What follows belongs to an exercise in optimizing a design on an open flow for small area, a short achievable clock period and few clock cycles per item; a production flow would make more cautious choices. In this exercise RTL edits were held to simulation tests only and were not proved equivalent to the original.

==> flow/design.v (excerpt) <==
module aes_8_bit (rst, clk, key_in, d_in, d_out, d_vld);
    input rst, clk;
    input [7:0] key_in;
    input [7:0] d_in;
    output reg [7:0] d_out;
    output reg d_vld;
    reg [6:0] cnt;
    always @(posedge clk) begin
        if (rst) cnt <= 7'd0;
        else if (cnt != 7'd127) cnt <= cnt + 7'd1;
    end
    localparam CW = 33;
    localparam [CW-1:0] CW0 = 33'b100000010000000000000000000000001;
    wire [CW-1:0] nx;
  ...
Size in the first run: roughly 2300 cells after synthesis, ~390 flip-flops, roughly 27 I/O pins, roughly 24000 µm² of cells after synthesis.
Settings: LEC_CHECK=0, CAP_MARGIN=20, CORE_MARGIN=2, CORE_UTILIZATION=55, SETUP_SLACK_MARGIN=4.3, SLEW_MARGIN=20; clock period 7.0 ns.
run.sh (not shown) runs the stock make flow with config.mk's settings and CLKGATE_MAP_FILE= SYNTH_SCRIPT=/design/flow/synth_recipe.tcl, a recipe that flattens the netlist after the stock synthesis.
Testbench counts at the start, summed over its fixed seeds: cycles 46,592, blocks 512.
Rerun with:
--- a/flow/design.v
+++ b/flow/design.v
@@ -81,22 +81,21 @@
     wire [7:0] g2 = sel4({gsel[1:0], gsel[3:2]}, S[2][0], S[2][1], S[2][2], S[2][3]);
     wire [7:0] g3 = sel4({gsel[0], gsel[3:1]},   S[3][0], S[3][1], S[3][2], S[3][3]);
     wire [7:0] mt = g0 ^ g1 ^ g2 ^ g3;
     wire [7:0] m0 = g0 ^ mt ^ xt(g0 ^ g1);
     wire [7:0] m1 = g1 ^ mt ^ xt(g1 ^ g2);
     wire [7:0] m2 = g2 ^ mt ^ xt(g2 ^ g3);
     wire [7:0] m3 = g3 ^ mt ^ xt(g3 ^ g0);
     wire [31:0] xr = {m0, m1, m2, m3} ^ K0;      
     wire [31:0] xo = {g0, g1, g2, g3} ^ K0;      
     wire [7:0] x0in = d_in ^ key_in;
-    wire [31:0] knew;
-    wire [31:0] kiss = p1_knew ? knew : K3;
+    wire [31:0] kiss = K3 ^ (K0 & {32{p1_knew}});
     wire [31:0] p1_in = p1_dat ? xr :
                         p1_key ? {kiss[23:16], kiss[15:8], kiss[7:0], kiss[31:24]} :
                         {4{x0in}};
     wire [31:0] p1_lin;
     genvar l;
     generate
         for (l = 0; l < 4; l = l + 1) begin : lin
             sbox_lin u0 (p1_in[31-8*l -: 8], p1_lin[31-8*l -: 8]);
         end
     endgenerate
@@ -109,21 +108,21 @@
             sbox_s2 u2 (P2[47-12*l -: 12], sb[31-8*l -: 8]);
         end
     endgenerate
     always @(posedge clk) P2 <= mid;
     integer i, j;
     always @(posedge clk) begin
         for (i = 0; i < 4; i = i + 1)
             for (j = 0; j < 4; j = j + 1)
                 if (s_row[i] & s_col[j]) S[i][j] <= sb[31-8*i -: 8];
     end
-    assign knew = K0 ^ (k_step0 ? (sb ^ {rcv, 24'h0}) : (k_rot ? 32'h0 : K3));
+    wire [31:0] knew = K0 ^ (k_step0 ? (sb ^ {rcv, 24'h0}) : (k_rot ? 32'h0 : K3));
     always @(posedge clk) begin
         if (ld) begin
             case (cnt[1:0])
                 2'd0: begin
                     if (cnt[3:2] != 2'd0) begin
                         K0 <= K1; K1 <= K2; K2 <= K3;
                     end
                     K3[31:24] <= key_in;
                 end
                 2'd1: K3[23:16] <= key_in;
Result: Routed wire length drops by 12%. Global-route usage fell by 2.4 points. Maximum frequency grows by 11%. Setup slack improved by 0.31 ns. Critical path depth rises by 2. Synthesized cell count falls by 13%. Count of clock-buffer cells in the layout grows by 7. Worst hold slack loses 0.0038 ns. Final area came out lower by 8.3%. Via count falls by 13%. Clock skew went down by 0.014 ns.
Testbench counts after the change, summed over its fixed seeds: cycles 46,592, blocks 512.

* * *

== v5 ==
Another version of the RTL of aes_8_bit (not shown whole).
For scale: about 2000 cells after synthesis, ~27 I/O pins, ~21000 um^2 of cells after synthesis.
make LEC_CHECK=0 CAP_MARGIN=20 CORE_MARGIN=2 CORE_UTILIZATION=55 SETUP_SLACK_MARGIN=4.3 SLEW_MARGIN=20 finish   # period 7.0 ns
Testbench counts of v5, summed over its fixed seeds: cycles 47,104, blocks 512.
Input-level comparison between v11 and v5:
--- a/flow/design.v
+++ b/flow/design.v
@@ -82,27 +82,22 @@
     wire [7:0] m0 = g0 ^ mt ^ xt(g0 ^ g1);
     wire [7:0] m1 = g1 ^ mt ^ xt(g1 ^ g2);
     wire [7:0] m2 = g2 ^ mt ^ xt(g2 ^ g3);
     wire [7:0] m3 = g3 ^ mt ^ xt(g3 ^ g0);
     wire [31:0] xr = {m0, m1, m2, m3} ^ K0;      
     wire [31:0] xo = {g0, g1, g2, g3} ^ K0;      
     wire [7:0] x0in = d_in ^ key_in;
-    wire [31:0] p1_in = p1_dat ? xr :
-                        p1_key ? {K3[23:16], K3[15:8], K3[7:0], K3[31:24]} :
-                        {4{x0in}};
-    wire [31:0] p1_lin;
-    genvar l;
-    generate
-        for (l = 0; l < 4; l = l + 1) begin : lin
-            sbox_lin u0 (p1_in[31-8*l -: 8], p1_lin[31-8*l -: 8]);
-        end
-    endgenerate
-    always @(posedge clk) P1 <= p1_lin;
+    always @(posedge clk) begin
+        if (p1_dat) P1 <= xr;
+        else if (p1_key) P1 <= {K3[23:16], K3[15:8], K3[7:0], K3[31:24]};
+        else P1 <= {4{x0in}};
+    end
     wire [47:0] mid;
     wire [31:0] sb;
+    genvar l;
     generate
         for (l = 0; l < 4; l = l + 1) begin : lane
             sbox_s1 u1 (P1[31-8*l -: 8], mid[47-12*l -: 12]);
             sbox_s2 u2 (P2[47-12*l -: 12], sb[31-8*l -: 8]);
         end
     endgenerate
     always @(posedge clk) P2 <= mid;
@@ -274,18 +269,22 @@
     assign Q[5] = ~T3 ;
     assign Q[4] = T5 ;
     assign Q[3] = T2 ^ T5 ;
     assign Q[2] = T3 ^ T8 ;
     assign Q[1] = ~T7 ;
     assign Q[0] = ~T9 ;
 endmodule
-module sbox_lin ( A, B );
+module sbox_s1 ( A, M );
     input [7:0] A;
-    output [7:0] B;
+    output [11:0] M;  
+    wire [7:0] B;
     wire R1, R2, R3, R4, R5, R6, R7, R8, R9;
+    wire [3:0] a, b, c, d;
+    wire [1:0] sa, sb;
+    wire al, ah, aa, bl, bh, bb, c1, c2, c3;
     assign R1 = A[7] ^ A[5] ;
     assign R2 = A[7] ^ A[4] ;
     assign R3 = A[6] ^ A[0] ;
     assign R4 = A[5] ^ R3 ;
     assign R5 = A[4] ^ R4 ;
     assign R6 = A[3] ^ A[0] ;
     assign R7 = A[2] ^ R1 ;
@@ -295,21 +294,14 @@
     assign B[6] = R5 ;
     assign B[5] = A[1] ^ R4 ;
     assign B[4] = R1 ^ R3 ;
     assign B[3] = A[1] ^ R2 ^ R6 ;
     assign B[2] = A[0] ;
     assign B[1] = R4 ;
     assign B[0] = A[2] ^ R9 ;
-endmodule
-module sbox_s1 ( B, M );
-    input [7:0] B;
-    output [11:0] M;  
-    wire [3:0] a, b, c, d;
-    wire [1:0] sa, sb;
-    wire al, ah, aa, bl, bh, bb, c1, c2, c3;
     assign a = B[7:4];
     assign b = B[3:0];
     assign sa = a[3:2] ^ a[1:0];
     assign sb = b[3:2] ^ b[1:0];
     assign al = a[1] ^ a[0];
     assign ah = a[3] ^ a[2];
     assign aa = sa[1] ^ sa[0];
## What came out
- v11 — post-detailed-placement cell area about 3.7% higher, v5 as reference
- v11 vs v5: amount of wire on met2 after detailed routing down slightly
- Cell area | v11 vs v5 | v11 larger
- Between v11 and v5, it is v11 whose first-pass GRT wire length is higher, by 4100 um.
- Summary: with v5 as the reference, core area in v11 moved up by a few percent.
- Via count ends up higher on v11.
- On v11: total clock buffers created by CTS is 1 lower than what v5 gave.
- Worst hold slack across v11 and v5: no real change.
- Taking v5 as 1.0, v11 lands at 0.933 on fmax.
- v5 has a higher share of the synthesized area in compound gates (AO/OA/AOI/OAI) than v11.
Testbench counts of v11, summed over its fixed seeds: cycles 47,104, blocks 512.

* * *

Setup of before:
RTL: one of the versions met above, not the one the previous note started from.
For scale: roughly 2600 cells after synthesis, roughly 27 I/O pins, roughly 22000 um2 of cells after synthesis.
clock: 7.0 ns
lec_check: 0
abc_area: 1
cap_margin: 20
core_margin: 2
core_utilization: 55
setup_slack_margin: 4.3
slew_margin: 20
Testbench counts of before, summed over its fixed seeds: cycles 47,104, blocks 512.
The inputs of after differ from those of before as listed below.
--- a/flow/design.v
+++ b/flow/design.v
@@ -83,20 +83,25 @@
     wire [7:0] m1 = g1 ^ mt ^ xt(g1 ^ g2);
     wire [7:0] m2 = g2 ^ mt ^ xt(g2 ^ g3);
     wire [7:0] m3 = g3 ^ mt ^ xt(g3 ^ g0);
     wire [31:0] xr = {m0, m1, m2, m3} ^ K0;      
     wire [31:0] xo = {g0, g1, g2, g3} ^ K0;      
     wire [7:0] x0in = d_in ^ key_in;
-    always @(posedge clk) begin
-        if (p1_dat) P1 <= xr;
-        else if (p1_key) P1 <= {K3[23:16], K3[15:8], K3[7:0], K3[31:24]};
-        else P1 <= {4{x0in}};
-    end
+    wire [31:0] p1_in = p1_dat ? xr :
+                        p1_key ? {K3[23:16], K3[15:8], K3[7:0], K3[31:24]} :
+                        {4{x0in}};
+    wire [31:0] p1_lin;
+    genvar l;
+    generate
+        for (l = 0; l < 4; l = l + 1) begin : lin
+            sbox_lin u0 (p1_in[31-8*l -: 8], p1_lin[31-8*l -: 8]);
+        end
+    endgenerate
+    always @(posedge clk) P1 <= p1_lin;
     wire [47:0] mid;
     wire [31:0] sb;
-    genvar l;
     generate
         for (l = 0; l < 4; l = l + 1) begin : lane
             sbox_s1 u1 (P1[31-8*l -: 8], mid[47-12*l -: 12]);
             sbox_s2 u2 (P2[47-12*l -: 12], sb[31-8*l -: 8]);
         end
     endgenerate
@@ -270,20 +275,16 @@
     assign Q[4] = T5 ;
     assign Q[3] = T2 ^ T5 ;
     assign Q[2] = T3 ^ T8 ;
     assign Q[1] = ~T7 ;
     assign Q[0] = ~T9 ;
 endmodule
-module sbox_s1 ( A, M );
+module sbox_lin ( A, B );
     input [7:0] A;
-    output [11:0] M;  
-    wire [7:0] B;
+    output [7:0] B;
     wire R1, R2, R3, R4, R5, R6, R7, R8, R9;
-    wire [3:0] a, b, c, d;
-    wire [1:0] sa, sb;
-    wire al, ah, aa, bl, bh, bb, c1, c2, c3;
     assign R1 = A[7] ^ A[5] ;
     assign R2 = A[7] ^ A[4] ;
     assign R3 = A[6] ^ A[0] ;
     assign R4 = A[5] ^ R3 ;
     assign R5 = A[4] ^ R4 ;
     assign R6 = A[3] ^ A[0] ;
@@ -295,12 +296,19 @@
     assign B[5] = A[1] ^ R4 ;
     assign B[4] = R1 ^ R3 ;
     assign B[3] = A[1] ^ R2 ^ R6 ;
     assign B[2] = A[0] ;
     assign B[1] = R4 ;
     assign B[0] = A[2] ^ R9 ;
+endmodule
+module sbox_s1 ( B, M );
+    input [7:0] B;
+    output [11:0] M;  
+    wire [3:0] a, b, c, d;
+    wire [1:0] sa, sb;
+    wire al, ah, aa, bl, bh, bb, c1, c2, c3;
     assign a = B[7:4];
     assign b = B[3:0];
     assign sa = a[3:2] ^ a[1:0];
     assign sb = b[3:2] ^ b[1:0];
     assign al = a[1] ^ a[0];
     assign ah = a[3] ^ a[2];
Number of hold-repair buffers added at the cts stage delta (after -> before): insignificant. Compared after against before; fraction of synthesized area in multiplexers within noise. Diff before -> after: met1 global-route usage up 5.0 points, number of standard cells in the layout, taps in and fillers out up 17%, wire length after detailed routing up 14%. Top layer used by detailed routing: met4 -> before, met5 -> after.
Testbench counts of after, summed over its fixed seeds: cycles 47,104, blocks 512.

## separate check: timing with driven ports
The results above use ideal ports. As a check the final layouts listed here were re-extracted and re-timed, cells and wires unchanged.
Step 1 (the two cells are an assumption about what drives the block):
set clk [get_ports {clk}]
set_driving_cell -lib_cell sky130_fd_sc_hd__clkbuf_16 $clk
set_driving_cell -lib_cell sky130_fd_sc_hd__buf_2 [delete_from_list [all_inputs] $clk]
Step 2 moves the port delays by t, midway between the first and last clock arrival at a register: inputs arrive t later, outputs are due t later. That takes back most of the time a late clock gives input paths.
Slacks: ideal ports / drivers / drivers and shift; pairs: ideal ports / drivers.
| run | shift t [ns] | setup WS [ns] | worst register clock-pin slew, ns |
|---|---|---|---|
| the first run of note 1 | 0.641 | 3.815 / 3.815 / 3.256 | 0.07 / 0.07 |
| the second run of note 1 | 0.625 | 4.123 / 4.123 / 3.693 | 0.06 / 0.06 |
| v5 | 0.631 | 4.263 / 4.263 / 3.694 | 0.06 / 0.06 |
| v11 | 0.623 | 4.066 / 4.066 / 3.821 | 0.07 / 0.07 |
| before | 0.637 | 4.193 / 4.193 / 3.842 | 0.07 / 0.07 |
| after | 0.629 | 4.345 / 4.345 / 3.791 | 0.07 / 0.07 |
After both steps setup and hold are still met in every run listed. For v5, which loses most, drivers alone change the setup slack by 0.000 ns; drivers and shift together by -0.569 ns.
